Source: an optimization exercise on an open RTL-to-GDS flow (aim: small area). Production flows keep margins and buffers that such runs may drop.
At most, simulation tests tie the RTL to the original design; equivalence was not proved.
For run 2, only the layout was checked, not whether the RTL still works.

==> flow/design.v, too long to show whole: its modules and the start of the top module <==
// module top_level: 3986 lines
// module fa: 4 lines
// module ha: 4 lines
// module pn: 3 lines
// module pr: 3 lines
// module xr: 3 lines
// module xn: 3 lines
module top_level (
    input clk, reset,
    input logic signed [10:0] sig_modulated_fixed_real,
    input logic signed [10:0] sig_modulated_fixed_imag,
    input logic signed [10:0] demod_Lo_real,
    input logic signed [10:0] demod_Lo_imag,
    output logic signed [61:0] sig_demod_30_real,
    output logic signed [61:0] sig_demod_30_imag
);
  // ...
==> flow/flow/run.sh <==
#!/bin/bash
# The standard layout with smaller port buffers: buffer_ports otherwise picks
# clkdlybuf4s50_1 for every port. Outputs get buf_1 (from a hook run before
# global placement), inputs buf_2.
set -euo pipefail
export PRE_GLOBAL_PLACE_TCL="$(pwd)/flow/hook_out.tcl"
export BUFFER_PORTS_ARGS="-inputs -buffer_cell sky130_fd_sc_hd__buf_2"
bash standard.sh > standard.log 2>&1
==> flow/flow/hook_out.tcl <==
# buffer the outputs with the smallest buffer; global_place.tcl then buffers the inputs
buffer_ports -outputs -buffer_cell sky130_fd_sc_hd__buf_1
==> flow/standard.sh <==
#!/bin/bash
# synth_recipe.tcl (not shown) runs the flow's synth.tcl, then flattens the netlist and writes it again
# the make line also repeats each setting of config.mk as NAME=value (left out here)
make -C /OpenROAD-flow-scripts/flow DESIGN_CONFIG=/design/flow/config.mk WORK_HOME=/design/flow/orfs CLKGATE_MAP_FILE= SYNTH_SCRIPT=/design/flow/synth_recipe.tcl "${@:-finish}"
==> flow/config.mk <==
export PLATFORM = sky130hd
export DESIGN_NAME = top_level
export DESIGN_NICKNAME = top_level
export VERILOG_FILES = /design/flow/design.v
export SDC_FILE = /design/flow/constraint.sdc
export NUM_CORES = 4
export LEC_CHECK = 0
export CAP_MARGIN = 20
export CORE_MARGIN = 2
export CORE_UTILIZATION = 50
export CTS_BUF_LIST = sky130_fd_sc_hd__clkbuf_8
export GPL_TIMING_DRIVEN = 1
export SETUP_SLACK_MARGIN = 0.1
export SLEW_MARGIN = 20
export SYNTH_HIERARCHICAL = 1
export SYNTH_MINIMUM_KEEP_SIZE = 0
==> flow/constraint.sdc <==
create_clock -name core_clock -period 10.0 [get_ports {clk}]
set_input_delay 2.0000 -clock core_clock [delete_from_list [all_inputs] [get_ports {clk}]]
set_output_delay 2.0000 -clock core_clock [all_outputs]
set_load 0.01 [all_outputs]
==> impl_results.md, run 1 <==
- Met3 wire len: roughly 5800 um
- DP Cell Count: 3,077
- Initial core utilization: 0.509
- CORE AREA: 45,600 um2
- First-pass GRT wire length: 108,000 um
- FF+latch count, synth: 168
- Delay-heaviest family, CP: adder cells
- DR WL/cell: roughly 21 um
- GRT met1 Usage: 0.422
- Count of multi-input gates: 2,051
- Slowest stage delay, CP: 540 ps
- TritonCTS clock tree: yes
- Seq_cells: 168
- Inverters: 127
- GR peak layer: met2
- Outcome: no timing/DRC/antenna violations
- Crit path DAT: 9850 ps
- Worst hold slack: roughly 460 ps
- CP Buf/Inv Count: 3
- Max-slew violation count: 0
- Initial antenna violation count: 1
- Synth Area in XOR/XNOR: 0.0385
- Multiplexer share of the synthesized area: 0
- Nature of the critical path endpoint: flop
- # hold bufs at CTS: 0
- EDFF count, synth: 0
- Worst Hold Depth: 2
- WS Path Type: primary input to flop
- Worst min path class: flop to flop
- Grt ovf: 0
- TNS Setup: 0 ps
- GPL Wtd Cong: approximately 0.94
- Area share of the largest cell type after synthesis: 0.424
- Relative slew slack: 0.356
- Worst-path clk slew: 90 ps
- RSZ-0062 raised after global routing: false
- CP Depth: 30
- Multi-input logic area: 18,600 um2
==> run 2: changes to the inputs <==
--- a/flow/design.v
+++ b/flow/design.v
@@ -2858,38 +2858,38 @@
 assign rP860 = rP816 & rP854;
 assign rG861 = rG817 | (rP818 & rG853);
 assign rP862 = rP818 & rP854;
 assign rG863 = rG835 | (rP836 & rG853);
 assign rP864 = rP836 & rP854;
 assign rG865 = rG837 | (rP838 & rG853);
 assign rP866 = rP838 & rP854;
 assign p_re[0] = ~rp731;
-xn u_p_re_1 (.a(rp733), .b(rg732), .y(p_re[1]));
-xn u_p_re_2 (.a(rp735), .b(rG777), .y(p_re[2]));
-xn u_p_re_3 (.a(rp737), .b(rG799), .y(p_re[3]));
-xn u_p_re_4 (.a(rp739), .b(rG801), .y(p_re[4]));
-xn u_p_re_5 (.a(rp741), .b(rG819), .y(p_re[5]));
-xn u_p_re_6 (.a(rp743), .b(rG821), .y(p_re[6]));
-xn u_p_re_7 (.a(rp745), .b(rG823), .y(p_re[7]));
-xn u_p_re_8 (.a(rp747), .b(rG825), .y(p_re[8]));
-xn u_p_re_9 (.a(rp749), .b(rG839), .y(p_re[9]));
-xn u_p_re_10 (.a(rp751), .b(rG841), .y(p_re[10]));
-xn u_p_re_11 (.a(rp753), .b(rG843), .y(p_re[11]));
-xn u_p_re_12 (.a(rp755), .b(rG845), .y(p_re[12]));
-xn u_p_re_13 (.a(rp757), .b(rG847), .y(p_re[13]));
-xn u_p_re_14 (.a(rp759), .b(rG849), .y(p_re[14]));
-xn u_p_re_15 (.a(rp761), .b(rG851), .y(p_re[15]));
-xn u_p_re_16 (.a(rp763), .b(rG853), .y(p_re[16]));
-xn u_p_re_17 (.a(rp765), .b(rG855), .y(p_re[17]));
-xn u_p_re_18 (.a(rp767), .b(rG857), .y(p_re[18]));
-xn u_p_re_19 (.a(rp769), .b(rG859), .y(p_re[19]));
-xn u_p_re_20 (.a(rp771), .b(rG861), .y(p_re[20]));
-xn u_p_re_21 (.a(rp773), .b(rG863), .y(p_re[21]));
-xn u_p_re_22 (.a(rp775), .b(rG865), .y(p_re[22]));
+assign p_re[1] = ~(rp733 ^ rg732);
+assign p_re[2] = ~(rp735 ^ rG777);
+assign p_re[3] = ~(rp737 ^ rG799);
+assign p_re[4] = ~(rp739 ^ rG801);
+assign p_re[5] = ~(rp741 ^ rG819);
+assign p_re[6] = ~(rp743 ^ rG821);
+assign p_re[7] = ~(rp745 ^ rG823);
+assign p_re[8] = ~(rp747 ^ rG825);
+assign p_re[9] = ~(rp749 ^ rG839);
+assign p_re[10] = ~(rp751 ^ rG841);
+assign p_re[11] = ~(rp753 ^ rG843);
+assign p_re[12] = ~(rp755 ^ rG845);
+assign p_re[13] = ~(rp757 ^ rG847);
+assign p_re[14] = ~(rp759 ^ rG849);
+assign p_re[15] = ~(rp761 ^ rG851);
+assign p_re[16] = ~(rp763 ^ rG853);
+assign p_re[17] = ~(rp765 ^ rG855);
+assign p_re[18] = ~(rp767 ^ rG857);
+assign p_re[19] = ~(rp769 ^ rG859);
+assign p_re[20] = ~(rp771 ^ rG861);
+assign p_re[21] = ~(rp773 ^ rG863);
+assign p_re[22] = ~(rp775 ^ rG865);
 pn u_pp867 (.a(sig_modulated_fixed_real[0]), .b(demod_Lo_imag[0]), .y(pp867));
 pn u_pp868 (.a(sig_modulated_fixed_real[0]), .b(demod_Lo_imag[1]), .y(pp868));
 pn u_pp869 (.a(sig_modulated_fixed_real[0]), .b(demod_Lo_imag[2]), .y(pp869));
 pn u_pp870 (.a(sig_modulated_fixed_real[0]), .b(demod_Lo_imag[3]), .y(pp870));
 pn u_pp871 (.a(sig_modulated_fixed_real[0]), .b(demod_Lo_imag[4]), .y(pp871));
 pn u_pp872 (.a(sig_modulated_fixed_real[0]), .b(demod_Lo_imag[5]), .y(pp872));
 pn u_pp873 (.a(sig_modulated_fixed_real[0]), .b(demod_Lo_imag[6]), .y(pp873));
 pn u_pp874 (.a(sig_modulated_fixed_real[0]), .b(demod_Lo_imag[7]), .y(pp874));
@@ -3490,38 +3490,38 @@
 assign iP1724 = iP1680 & iP1718;
 assign iG1725 = iG1681 | (iP1682 & iG1717);
 assign iP1726 = iP1682 & iP1718;
 assign iG1727 = iG1699 | (iP1700 & iG1717);
 assign iP1728 = iP1700 & iP1718;
 assign iG1729 = iG1701 | (iP1702 & iG1717);
 assign iP1730 = iP1702 & iP1718;
 assign p_im[0] = ~ip1595;
-xn u_p_im_1 (.a(ip1597), .b(ig1596), .y(p_im[1]));
-xn u_p_im_2 (.a(ip1599), .b(iG1641), .y(p_im[2]));
-xn u_p_im_3 (.a(ip1601), .b(iG1663), .y(p_im[3]));
-xn u_p_im_4 (.a(ip1603), .b(iG1665), .y(p_im[4]));
-xn u_p_im_5 (.a(ip1605), .b(iG1683), .y(p_im[5]));
-xn u_p_im_6 (.a(ip1607), .b(iG1685), .y(p_im[6]));
-xn u_p_im_7 (.a(ip1609), .b(iG1687), .y(p_im[7]));
-xn u_p_im_8 (.a(ip1611), .b(iG1689), .y(p_im[8]));
-xn u_p_im_9 (.a(ip1613), .b(iG1703), .y(p_im[9]));
-xn u_p_im_10 (.a(ip1615), .b(iG1705), .y(p_im[10]));
-xn u_p_im_11 (.a(ip1617), .b(iG1707), .y(p_im[11]));
-xn u_p_im_12 (.a(ip1619), .b(iG1709), .y(p_im[12]));
-xn u_p_im_13 (.a(ip1621), .b(iG1711), .y(p_im[13]));
-xn u_p_im_14 (.a(ip1623), .b(iG1713), .y(p_im[14]));
-xn u_p_im_15 (.a(ip1625), .b(iG1715), .y(p_im[15]));
-xn u_p_im_16 (.a(ip1627), .b(iG1717), .y(p_im[16]));
-xn u_p_im_17 (.a(ip1629), .b(iG1719), .y(p_im[17]));
-xn u_p_im_18 (.a(ip1631), .b(iG1721), .y(p_im[18]));
-xn u_p_im_19 (.a(ip1633), .b(iG1723), .y(p_im[19]));
-xn u_p_im_20 (.a(ip1635), .b(iG1725), .y(p_im[20]));
-xn u_p_im_21 (.a(ip1637), .b(iG1727), .y(p_im[21]));
-xn u_p_im_22 (.a(ip1639), .b(iG1729), .y(p_im[22]));
+assign p_im[1] = ~(ip1597 ^ ig1596);
+assign p_im[2] = ~(ip1599 ^ iG1641);
+assign p_im[3] = ~(ip1601 ^ iG1663);
+assign p_im[4] = ~(ip1603 ^ iG1665);
+assign p_im[5] = ~(ip1605 ^ iG1683);
+assign p_im[6] = ~(ip1607 ^ iG1685);
+assign p_im[7] = ~(ip1609 ^ iG1687);
+assign p_im[8] = ~(ip1611 ^ iG1689);
+assign p_im[9] = ~(ip1613 ^ iG1703);
+assign p_im[10] = ~(ip1615 ^ iG1705);
+assign p_im[11] = ~(ip1617 ^ iG1707);
+assign p_im[12] = ~(ip1619 ^ iG1709);
+assign p_im[13] = ~(ip1621 ^ iG1711);
+assign p_im[14] = ~(ip1623 ^ iG1713);
+assign p_im[15] = ~(ip1625 ^ iG1715);
+assign p_im[16] = ~(ip1627 ^ iG1717);
+assign p_im[17] = ~(ip1629 ^ iG1719);
+assign p_im[18] = ~(ip1631 ^ iG1721);
+assign p_im[19] = ~(ip1633 ^ iG1723);
+assign p_im[20] = ~(ip1635 ^ iG1725);
+assign p_im[21] = ~(ip1637 ^ iG1727);
+assign p_im[22] = ~(ip1639 ^ iG1729);
 assign Rs1731 = ~(base_re[22]);
 assign Rc1732 = base_re[22];
 assign Rs1733 = ~(base_re[23]);
 assign Rc1734 = base_re[23];
 ha u_Rs1735 (.a(base_re[1]), .b((odd & p_re[1])), .s(Rs1735), .co(Rc1736));
 fa u_Rs1737 (.a(base_re[2]), .b((odd & p_re[2])), .c(((sel4 & p_re[0]) | (sel2 & p_re[1]))), .s(Rs1737), .co(Rc1738));
 fa u_Rs1739 (.a(base_re[3]), .b((odd & p_re[3])), .c(((sel4 & p_re[1]) | (sel2 & p_re[2]))), .s(Rs1739), .co(Rc1740));
 fa u_Rs1741 (.a(base_re[4]), .b((odd & p_re[4])), .c(((sel4 & p_re[2]) | (sel2 & p_re[3]))), .s(Rs1741), .co(Rc1742));
@@ -3706,44 +3706,44 @@
 assign RP1970 = RP1946 & RP1944;
 assign RG1971 = RG1947 | (RP1948 & RG1943);
 assign RP1972 = RP1948 & RP1944;
 assign RG1973 = RG1949 | (RP1950 & RG1943);
 assign RP1974 = RP1950 & RP1944;
 assign RG1975 = RG1951 | (RP1952 & RG1943);
 assign RP1976 = RP1952 & RP1944;
 assign acc_next_re[0] = Rp1791;
-xr u_acc_next_re_1 (.a(Rp1793), .b(Rg1792), .y(acc_next_re[1]));
-xr u_acc_next_re_2 (.a(Rp1795), .b(RG1849), .y(acc_next_re[2]));
-xr u_acc_next_re_3 (.a(Rp1797), .b(RG1877), .y(acc_next_re[3]));
-xr u_acc_next_re_4 (.a(Rp1799), .b(RG1879), .y(acc_next_re[4]));
-xr u_acc_next_re_5 (.a(Rp1801), .b(RG1905), .y(acc_next_re[5]));
-xr u_acc_next_re_6 (.a(Rp1803), .b(RG1907), .y(acc_next_re[6]));
-xr u_acc_next_re_7 (.a(Rp1805), .b(RG1909), .y(acc_next_re[7]));
-xr u_acc_next_re_8 (.a(Rp1807), .b(RG1911), .y(acc_next_re[8]));
-xr u_acc_next_re_9 (.a(Rp1809), .b(RG1929), .y(acc_next_re[9]));
-xr u_acc_next_re_10 (.a(Rp1811), .b(RG1931), .y(acc_next_re[10]));
-xr u_acc_next_re_11 (.a(Rp1813), .b(RG1933), .y(acc_next_re[11]));
-xr u_acc_next_re_12 (.a(Rp1815), .b(RG1935), .y(acc_next_re[12]));
-xr u_acc_next_re_13 (.a(Rp1817), .b(RG1937), .y(acc_next_re[13]));
-xr u_acc_next_re_14 (.a(Rp1819), .b(RG1939), .y(acc_next_re[14]));
-xr u_acc_next_re_15 (.a(Rp1821), .b(RG1941), .y(acc_next_re[15]));
-xr u_acc_next_re_16 (.a(Rp1823), .b(RG1943), .y(acc_next_re[16]));
-xr u_acc_next_re_17 (.a(Rp1825), .b(RG1953), .y(acc_next_re[17]));
-xr u_acc_next_re_18 (.a(Rp1827), .b(RG1955), .y(acc_next_re[18]));
-xr u_acc_next_re_19 (.a(Rp1829), .b(RG1957), .y(acc_next_re[19]));
-xr u_acc_next_re_20 (.a(Rp1831), .b(RG1959), .y(acc_next_re[20]));
-xr u_acc_next_re_21 (.a(Rp1833), .b(RG1961), .y(acc_next_re[21]));
-xr u_acc_next_re_22 (.a(Rp1835), .b(RG1963), .y(acc_next_re[22]));
-xr u_acc_next_re_23 (.a(Rp1837), .b(RG1965), .y(acc_next_re[23]));
-xr u_acc_next_re_24 (.a(Rp1839), .b(RG1967), .y(acc_next_re[24]));
-xr u_acc_next_re_25 (.a(Rp1841), .b(RG1969), .y(acc_next_re[25]));
-xr u_acc_next_re_26 (.a(Rp1843), .b(RG1971), .y(acc_next_re[26]));
-xr u_acc_next_re_27 (.a(Rp1845), .b(RG1973), .y(acc_next_re[27]));
-xr u_acc_next_re_28 (.a(Rp1847), .b(RG1975), .y(acc_next_re[28]));
+assign acc_next_re[1] = (Rp1793 ^ Rg1792);
+assign acc_next_re[2] = (Rp1795 ^ RG1849);
+assign acc_next_re[3] = (Rp1797 ^ RG1877);
+assign acc_next_re[4] = (Rp1799 ^ RG1879);
+assign acc_next_re[5] = (Rp1801 ^ RG1905);
+assign acc_next_re[6] = (Rp1803 ^ RG1907);
+assign acc_next_re[7] = (Rp1805 ^ RG1909);
+assign acc_next_re[8] = (Rp1807 ^ RG1911);
+assign acc_next_re[9] = (Rp1809 ^ RG1929);
+assign acc_next_re[10] = (Rp1811 ^ RG1931);
+assign acc_next_re[11] = (Rp1813 ^ RG1933);
+assign acc_next_re[12] = (Rp1815 ^ RG1935);
+assign acc_next_re[13] = (Rp1817 ^ RG1937);
+assign acc_next_re[14] = (Rp1819 ^ RG1939);
+assign acc_next_re[15] = (Rp1821 ^ RG1941);
+assign acc_next_re[16] = (Rp1823 ^ RG1943);
+assign acc_next_re[17] = (Rp1825 ^ RG1953);
+assign acc_next_re[18] = (Rp1827 ^ RG1955);
+assign acc_next_re[19] = (Rp1829 ^ RG1957);
+assign acc_next_re[20] = (Rp1831 ^ RG1959);
+assign acc_next_re[21] = (Rp1833 ^ RG1961);
+assign acc_next_re[22] = (Rp1835 ^ RG1963);
+assign acc_next_re[23] = (Rp1837 ^ RG1965);
+assign acc_next_re[24] = (Rp1839 ^ RG1967);
+assign acc_next_re[25] = (Rp1841 ^ RG1969);
+assign acc_next_re[26] = (Rp1843 ^ RG1971);
+assign acc_next_re[27] = (Rp1845 ^ RG1973);
+assign acc_next_re[28] = (Rp1847 ^ RG1975);
 assign Is1977 = ~(base_im[22]);
 assign Ic1978 = base_im[22];
 assign Is1979 = ~(base_im[23]);
 assign Ic1980 = base_im[23];
 ha u_Is1981 (.a(base_im[1]), .b((odd & p_im[1])), .s(Is1981), .co(Ic1982));
 fa u_Is1983 (.a(base_im[2]), .b((odd & p_im[2])), .c(((sel4 & p_im[0]) | (sel2 & p_im[1]))), .s(Is1983), .co(Ic1984));
 fa u_Is1985 (.a(base_im[3]), .b((odd & p_im[3])), .c(((sel4 & p_im[1]) | (sel2 & p_im[2]))), .s(Is1985), .co(Ic1986));
 fa u_Is1987 (.a(base_im[4]), .b((odd & p_im[4])), .c(((sel4 & p_im[2]) | (sel2 & p_im[3]))), .s(Is1987), .co(Ic1988));
@@ -3928,44 +3928,44 @@
 assign IP2216 = IP2192 & IP2190;
 assign IG2217 = IG2193 | (IP2194 & IG2189);
 assign IP2218 = IP2194 & IP2190;
 assign IG2219 = IG2195 | (IP2196 & IG2189);
 assign IP2220 = IP2196 & IP2190;
 assign IG2221 = IG2197 | (IP2198 & IG2189);
 assign IP2222 = IP2198 & IP2190;
 assign acc_next_im[0] = Ip2037;
-xr u_acc_next_im_1 (.a(Ip2039), .b(Ig2038), .y(acc_next_im[1]));
-xr u_acc_next_im_2 (.a(Ip2041), .b(IG2095), .y(acc_next_im[2]));
-xr u_acc_next_im_3 (.a(Ip2043), .b(IG2123), .y(acc_next_im[3]));
-xr u_acc_next_im_4 (.a(Ip2045), .b(IG2125), .y(acc_next_im[4]));
-xr u_acc_next_im_5 (.a(Ip2047), .b(IG2151), .y(acc_next_im[5]));
-xr u_acc_next_im_6 (.a(Ip2049), .b(IG2153), .y(acc_next_im[6]));
-xr u_acc_next_im_7 (.a(Ip2051), .b(IG2155), .y(acc_next_im[7]));
-xr u_acc_next_im_8 (.a(Ip2053), .b(IG2157), .y(acc_next_im[8]));
-xr u_acc_next_im_9 (.a(Ip2055), .b(IG2175), .y(acc_next_im[9]));
-xr u_acc_next_im_10 (.a(Ip2057), .b(IG2177), .y(acc_next_im[10]));
-xr u_acc_next_im_11 (.a(Ip2059), .b(IG2179), .y(acc_next_im[11]));
-xr u_acc_next_im_12 (.a(Ip2061), .b(IG2181), .y(acc_next_im[12]));
-xr u_acc_next_im_13 (.a(Ip2063), .b(IG2183), .y(acc_next_im[13]));
-xr u_acc_next_im_14 (.a(Ip2065), .b(IG2185), .y(acc_next_im[14]));
-xr u_acc_next_im_15 (.a(Ip2067), .b(IG2187), .y(acc_next_im[15]));
-xr u_acc_next_im_16 (.a(Ip2069), .b(IG2189), .y(acc_next_im[16]));
-xr u_acc_next_im_17 (.a(Ip2071), .b(IG2199), .y(acc_next_im[17]));
-xr u_acc_next_im_18 (.a(Ip2073), .b(IG2201), .y(acc_next_im[18]));
-xr u_acc_next_im_19 (.a(Ip2075), .b(IG2203), .y(acc_next_im[19]));
-xr u_acc_next_im_20 (.a(Ip2077), .b(IG2205), .y(acc_next_im[20]));
-xr u_acc_next_im_21 (.a(Ip2079), .b(IG2207), .y(acc_next_im[21]));
-xr u_acc_next_im_22 (.a(Ip2081), .b(IG2209), .y(acc_next_im[22]));
-xr u_acc_next_im_23 (.a(Ip2083), .b(IG2211), .y(acc_next_im[23]));
-xr u_acc_next_im_24 (.a(Ip2085), .b(IG2213), .y(acc_next_im[24]));
-xr u_acc_next_im_25 (.a(Ip2087), .b(IG2215), .y(acc_next_im[25]));
-xr u_acc_next_im_26 (.a(Ip2089), .b(IG2217), .y(acc_next_im[26]));
-xr u_acc_next_im_27 (.a(Ip2091), .b(IG2219), .y(acc_next_im[27]));
-xr u_acc_next_im_28 (.a(Ip2093), .b(IG2221), .y(acc_next_im[28]));
+assign acc_next_im[1] = (Ip2039 ^ Ig2038);
+assign acc_next_im[2] = (Ip2041 ^ IG2095);
+assign acc_next_im[3] = (Ip2043 ^ IG2123);
+assign acc_next_im[4] = (Ip2045 ^ IG2125);
+assign acc_next_im[5] = (Ip2047 ^ IG2151);
+assign acc_next_im[6] = (Ip2049 ^ IG2153);
+assign acc_next_im[7] = (Ip2051 ^ IG2155);
+assign acc_next_im[8] = (Ip2053 ^ IG2157);
+assign acc_next_im[9] = (Ip2055 ^ IG2175);
+assign acc_next_im[10] = (Ip2057 ^ IG2177);
+assign acc_next_im[11] = (Ip2059 ^ IG2179);
+assign acc_next_im[12] = (Ip2061 ^ IG2181);
+assign acc_next_im[13] = (Ip2063 ^ IG2183);
+assign acc_next_im[14] = (Ip2065 ^ IG2185);
+assign acc_next_im[15] = (Ip2067 ^ IG2187);
+assign acc_next_im[16] = (Ip2069 ^ IG2189);
+assign acc_next_im[17] = (Ip2071 ^ IG2199);
+assign acc_next_im[18] = (Ip2073 ^ IG2201);
+assign acc_next_im[19] = (Ip2075 ^ IG2203);
+assign acc_next_im[20] = (Ip2077 ^ IG2205);
+assign acc_next_im[21] = (Ip2079 ^ IG2207);
+assign acc_next_im[22] = (Ip2081 ^ IG2209);
+assign acc_next_im[23] = (Ip2083 ^ IG2211);
+assign acc_next_im[24] = (Ip2085 ^ IG2213);
+assign acc_next_im[25] = (Ip2087 ^ IG2215);
+assign acc_next_im[26] = (Ip2089 ^ IG2217);
+assign acc_next_im[27] = (Ip2091 ^ IG2219);
+assign acc_next_im[28] = (Ip2093 ^ IG2221);
 always_ff @(posedge clk) begin
     fresh <= reset;
     acc_re <= acc_next_re;
     acc_im <= acc_next_im;
     if (reset) begin
         cnt <= 5'd0;
         out_re <= '0;
         out_im <= '0;
@@ -3993,14 +3993,8 @@
 assign co = a & b;
 endmodule
 module pn (input a, b, output y);
 assign y = ~(a & b);
 endmodule
 module pr (input a, b, output y);
 assign y = ~(a | b);
 endmodule
-module xr (input a, b, output y);
-assign y = a ^ b;
-endmodule
-module xn (input a, b, output y);
-assign y = ~(a ^ b);
-endmodule
==> flow/flow/run.sh (replaced) <==
#!/bin/bash
# The standard layout with smaller port buffers: buffer_ports otherwise picks
# clkdlybuf4s50_1 for every port. Outputs get buf_1 (from a hook run before
# global placement), inputs buf_4.
set -euo pipefail
export PRE_GLOBAL_PLACE_TCL="$(pwd)/flow/hook_out.tcl"
export BUFFER_PORTS_ARGS="-inputs -buffer_cell sky130_fd_sc_hd__buf_4"
bash standard.sh > standard.log 2>&1
==> run 2 against run 1 <==
Setup slack got worse by 50 ps. First-iteration DRC count decreased by 4.2%. Still clean. Routed wire length increased by 0.44%. Register-to-register slack improved by 130 ps. Clock skew increased by 1.4 ps.
==> impl_results.md, run 2 <==
- DR WL/cell: 21.5 um (+0.37%)
- Post-synthesis sequential area ratio: 0.145
- CP dominant cell by count: fa_1
- Most common cell after layout, fill and taps aside: nand2_1
- Final Non-Filler Cells: 3,130
- Worst slew pin tran: 976 ps
- CP Max Fanout: 13
- Residual DRC: 0
- Final nets: between 3,000 and 4,000
- FF+latch count, synth: 168 (unchanged)
- TritonCTS buffer count: 17
- Ys Warns: 7
- Fmax: approximately 0.11 GHz
- TritonCTS clock tree: yes
- Max-cap violation count: 0
- Dominant cell type by area after synthesis: fa_1
- TritonCTS Sinks: 168
- Relative slew slack: 0.349 (-0.00684)
- Clk_skew: 16.3 ps
- HP Start: acc_re[0]$_DFF_P_
- Crit path DAT: 9940 ps (+90 ps)
- Area share of the largest cell type after synthesis: 0.423 (about the same)
- Final instance area: ~25,000 um2
- Via count: 18,000
- Crit path from: demod_Lo_imag[6]
- Antenna Cells: 0
- Die Area: between 40,000 and 50,000 um2
- EDFF count, synth: 0 (unchanged)
- Vias per cell: 5.74
- Total track usage: 0.296
- Final worst-path cycle share: 0.951
- CORE AREA: 45,600 um2 (unchanged)
- Slowest cell on crit path: fa_1
- First-pass DRT Iterations: 6
- Area after DPL: about 24,000 um2
- Final critical-path required period: 9510 ps
- Synth Area in XOR/XNOR: 0.0283 (-0.0102)
- Die Ht: 219 um
- FF-to-FF Start: cnt[1]$_SDFF_PP0_
- Grt ovf: 0 (unchanged)
- Max-slew violation count: 0 (unchanged)
- Dpl ws: -40.5 ps
- Largest net degree at the start of global routing: 70
- Final wirelength: ~67,000 um
- Post-synth cell types: 52
- Layout Utilization: 0.543
- Synth top cells by count: nand2_1 (599), fa_1 (491), nor2_1 (252)
- Clock Tree Root: clkbuf_8
- Count leader, synth: nand2_1
- Post-synthesis instance total: ~2,500
- Slowest stage delay, CP: 530 ps (about the same)
- Outcome: no timing/DRC/antenna violations
- First-pass GRT wire length: 108,000 um (about the same)
- Syn avg cell area: roughly 9.3 um2
- CP required: 10,430 ps
- Nature of the critical path endpoint: flop
- IO Pins: 170
- Layout area overhead: 6.59%
- Share of layout cells above drive strength 1: 0.0739
- Port bufs: between 150 and 200
- Final setup viols: 0
- Ys flop type: dfxtp_1
- Clock latency on the worst-skew pair: 510 ps
- Asr flop ratio synth: 0
- H-tree depth: 4
- CP Buf/Inv Count: 4 (+1)
- Most frequent cells in the layout: nand2_1 (599), fa_1 (491), nor2_1 (252)
- Setup crit start kind: primary input
- Simple-gate portion of the synthesized area: 0.190
- RSZ-0062 raised after global routing: false
- Die span in x: between 200 and 250 um
- Initial antenna violation count: 0 (-1)
- # hold bufs at CTS: 0 (unchanged)
- Vias in the first global route: approximately 20,000
- Syn nets: 3,192
- Worst min path class: flop to flop
- Delay-heaviest family, CP: adder cells
- Adder-Cell Fraction of Synth Area: 0.512
- Area contributors post-synth: fa_1 (42%), dfxtp_1 (14%), nand2_1 (9.7%), ha_1 (8.8%), nor2_1 (4.1%)
- Initial core utilization: 0.509 (about the same)
- Multiplexer share of the synthesized area: 0 (unchanged)
- WS Path Type: primary input to flop
- Main combinational cell family by area after synthesis: adder cells
- Final Hold Fails: 0
- Worst-path clk slew: 90 ps (about the same)
- Row Count: 78
- Fin worst setup slack: between 400 and 500 ps
- Syn Std Cell Area: 23,200 um2
- GPL Wtd Cong: 0.949 (+1.4%)
- 1st-iter DRT viols: 1,582
- Antenna Nets Post-Route: 0
- Compound-Gate Fraction of Synth Area: 0.0672
- Clock tree buffer depth: 2
- DP Cell Count: 3,096 (+0.62%)
- DP Wirelength: 53,500 um
## run 2: changes by cell type after synthesis, sizes merged, moves of 14 or more
cell,delta
a21o,-45
a21oi,+14
and2,-39
buf,-19
clkbuf,+20
ha,+20
inv,+37
nand2,-76
nand3,-14
nor2,+60
o21ai,+20
o22ai,+23
xor2,-34
## run 2: layout make-up
cell class	instances	area, um2
fill	4212	20800
multi-input combinational	2030	18500
sequential	168	3370
timing repair buffer	136	1070
tap	600	751
inverter	164	619
clock buffer	19	262
clock inverter	13	144
## run 2: metrics by stage
stage	TNS, ps	hold slack [ps]
CTS	0	462
detailed placement	-72.8	448
global placement	0	447
floorplan	0	427
global route	0	485
finish	0	459
## run 2: worst paths after layout
kind	to	slack, ps	cells past startpoint
hold reg to reg	out_re[0]$_SDFFE_PP0P_	460	2
hold / removal	out_re[0]$_SDFFE_PP0P_	460	2
setup / recovery	acc_re[28]$_DFF_P_	490	30
setup reg to reg	acc_re[28]$_DFF_P_	960	33
## run 2: worst register-to-register path, delay by kind of cell (launching register included)
family                   cells  cell delay (ps)
adder cells (fa/ha/maj)     10             4210
AO/OA/AOI/OAI               11             2450
AND/OR/NAND/NOR              6              950
buffers and inverters        4              570
flip-flops                   1              450
XOR/XNOR                     2              370
## run 2: Yosys stat by module, one instance, submodules excluded
module / flip-flops and latches / copies in the design / cells
pr: 0 / 161 / 1
fa: 0 / 491 / 1
pn: 0 / 323 / 1
top_level: 168 / 1 / 1392
ha: 0 / 124 / 1
## run 2: what timing repair did
item                                   CTS  global route
setup endpoints to repair                0             5
endpoints found under the hold margin    0             0
gates resized for setup                  0             6
buffers inserted                         0             2
## run 2: kinds of logic (layout without fill, tap and decap cells)
kind of cell,count (synthesis),in the layout
compound gates,258,258
xor+xnor,75,75
fa+ha+maj,655,655
buf+inv,293,332
flops,168,168
simple gates,1042,1042
## run 2: per-layer routing
metal | vias up | GRT usage | part of all wire
met5 | - | 0 | 0
met4 | 0 | 0.0892 | 0.031
met3 | 151 | 0.0613 | 0.090
met2 | 830 | 0.459 | 0.45
met1 | 9038 | 0.420 | 0.43
li1 | 7944 | - | -

-- static timing again, ports no longer ideal --
Ports are ideal in the flow. The routed layouts listed here were re-timed in OpenROAD. Step 1 assumes that a clkbuf_16 drives the clock port and a buf_2 every other input. Step 2, shift: input delay + t, output delay - t, t = (earliest + latest rising clock arrival at the registers) / 2. This alone moves slack from input paths to output paths. Three values: no drivers, after step 1, after step 2; two values: the first two.
run | shift t [ns] | slack for setup (ns) | worst setup path at the end
run 1 | 0.526 | 0.539 / 0.556 / 0.030 | input to register
run 2 | 0.548 | 0.490 / 0.505 / -0.043 | input to register
With both steps, setup timing fails in run 2, where it was met with ideal ports. The setup slack of run 2, which loses most, moves by +0.015 ns with the drivers and by -0.533 ns with both steps.
